This is an optimization exercise on Yosys and OpenROAD, whose aim is small area and a short achievable clock period, not a production implementation. Function was checked by simulation only, so behaviour that the tests miss may differ from the original. Power figures rest on the tool's default switching activity, not on a simulated workload.

Setup of maple:
## rv32i_datapath
module rv32i_datapath(
  input  logic        i_clk,
  input  logic        i_rst_n,     
  input  logic [31:0] i_instr,
  input  logic [31:0] i_pc,
  input  logic [31:0] i_ld_data,
  input  logic        i_rd_wren,
  input  logic        i_opa_sel,   
  input  logic        i_opb_sel,   
  input  logic [ 3:0] i_alu_op,
  input  logic        i_br_un,
  input  logic        i_wb_sel,    
  output logic [31:0] o_alu_data,
  output logic [31:0] o_rs2_data,
  output logic        o_br_less,
  output logic        o_br_equal
);
==> flow/config.mk <==
export PLATFORM = sky130hd
export DESIGN_NAME = rv32i_datapath
export DESIGN_NICKNAME = rv32i_datapath
export VERILOG_FILES = /design/flow/design.v
export SDC_FILE = /design/flow/constraint.sdc
export NUM_CORES = 4
export LEC_CHECK = 0
export CAP_MARGIN = 20
export CORE_MARGIN = 2
export CORE_UTILIZATION = 55
export PLACE_DENSITY = 0.65
export SLEW_MARGIN = 20
export SYNTH_HIERARCHICAL = 1
export SYNTH_MINIMUM_KEEP_SIZE = 0
==> flow/constraint.sdc <==
create_clock -name core_clock -period 32.0 [get_ports {i_clk}]
set_input_delay 6.4000 -clock core_clock [delete_from_list [all_inputs] [get_ports {i_clk}]]
set_output_delay 6.4000 -clock core_clock [all_outputs]
set_load 0.01 [all_outputs]
standard.sh (not shown) runs the stock make flow with config.mk's settings and CLKGATE_MAP_FILE= SYNTH_SCRIPT=/design/flow/synth_recipe.tcl, a recipe that flattens the netlist after the stock synthesis.
==> flow/flow/run.sh <==
#!/bin/bash
# Standard ORFS layout with: synthesis's sized-up gates set back to their
# smallest size before floorplan (downsize.tcl), plain buffers on the ports,
# a clock tree without dummy loads and with larger sink clusters, and a
# setup margin that makes repair_timing work on the slowest paths.
set -euo pipefail
bash standard.sh \
  "PRE_FLOORPLAN_TCL=$PWD/flow/downsize.tcl" \
  "CTS_ARGS=-sink_clustering_enable -repair_clock_nets -dont_use_dummy_load -sink_clustering_size 28 -sink_clustering_max_diameter 85" \
  "BUFFER_PORTS_ARGS=-buffer_cell sky130_fd_sc_hd__buf_1" \
  SETUP_SLACK_MARGIN=14.5 \
  finish > flow_make.log 2>&1
Other scripts of this flow, unchanged in this note and not shown: flow/flow/downsize.tcl
Input changes introduced in pepper (baseline for comparison: maple):
- changing PLACE_DENSITY from 0.65 to 0.72
- changing CORE_UTILIZATION from 55 to 62
diff --git a/flow/flow/run.sh b/flow/flow/run.sh
--- a/flow/flow/run.sh
+++ b/flow/flow/run.sh
@@ -9 +9 @@
-  "CTS_ARGS=-sink_clustering_enable -repair_clock_nets -dont_use_dummy_load -sink_clustering_size 28 -sink_clustering_max_diameter 85" \
+  "CTS_ARGS=-sink_clustering_enable -repair_clock_nets -dont_use_dummy_load -sink_clustering_size 24 -sink_clustering_max_diameter 70" \
Results
In summary, pepper completed successfully, with a layout that passed the timing, design-rule and antenna checks.
The power in combinational cells in pepper sits about 1% below the value recorded for maple.
pepper vs maple — power spent charging and discharging nets dropped slightly
A cell with the largest stage delay on the worst path of a222oi_1 is what maple shows, while nand4_1 belongs to pepper.
Looking at maple and pepper, the power in sequential cells is a wash.
Going from maple to pepper, wire length of the first global-routing pass decreased by 3.1% relative to the old numbers; total number of cells along the worst setup path decreased by 2 relative to the old numbers.
Delta (pepper minus maple): power went up 28 uW, total wirelength of the detailed-routed design went down.
Modified inputs, raven compared to pepper
- CORE_UTILIZATION changed from 62 to 55
- PLACE_DENSITY changed from 0.72 to 0.65
diff --git a/flow/flow/run.sh b/flow/flow/run.sh
--- a/flow/flow/run.sh
+++ b/flow/flow/run.sh
@@ -11 +11 @@
-  SETUP_SLACK_MARGIN=14.5 \
+  SETUP_SLACK_MARGIN=14.8 \
Results
- The higher routed wire length came out of raven.
- The run showing the greater setup slack is raven.
- raven vs. pepper: relative contribution of the clock network to total power went down by 0.4 points.
- Global-route met1 utilization, pepper and raven: larger value in pepper

==> what the ideal ports hide <==
How much do the figures lean on ideal ports? The routed layouts below were timed once more, with nothing changed but the port constraints. Step 1, drivers: a clkbuf_16 drives i_clk and a buf_2 each remaining input, both assumed. Step 2 times the ports against the registers' clock, not the clock port: input delays grow and output delays shrink by t, the midpoint of the rising clock arrivals with the driver on. Slacks: ideal / step 1 / step 2; pairs: ideal / step 1.
run	t (ns)	setup slack, ns	latest minus earliest clock arrival (ns)	worst register clock-pin slew, ns	worst data-port slew with drivers (ns)
maple	0.673	14.437 / 14.372 / 14.372	0.141 / 0.140	0.11 / 0.11	0.13
pepper	0.703	14.330 / 14.299 / 14.299	0.104 / 0.104	0.10 / 0.10	0.13
raven	0.686	14.512 / 14.462 / 14.462	0.113 / 0.113	0.10 / 0.10	0.13
After both steps setup and hold are still met in every run listed. For maple, which loses most, drivers alone change the setup slack by -0.065 ns; drivers and shift together by -0.065 ns.
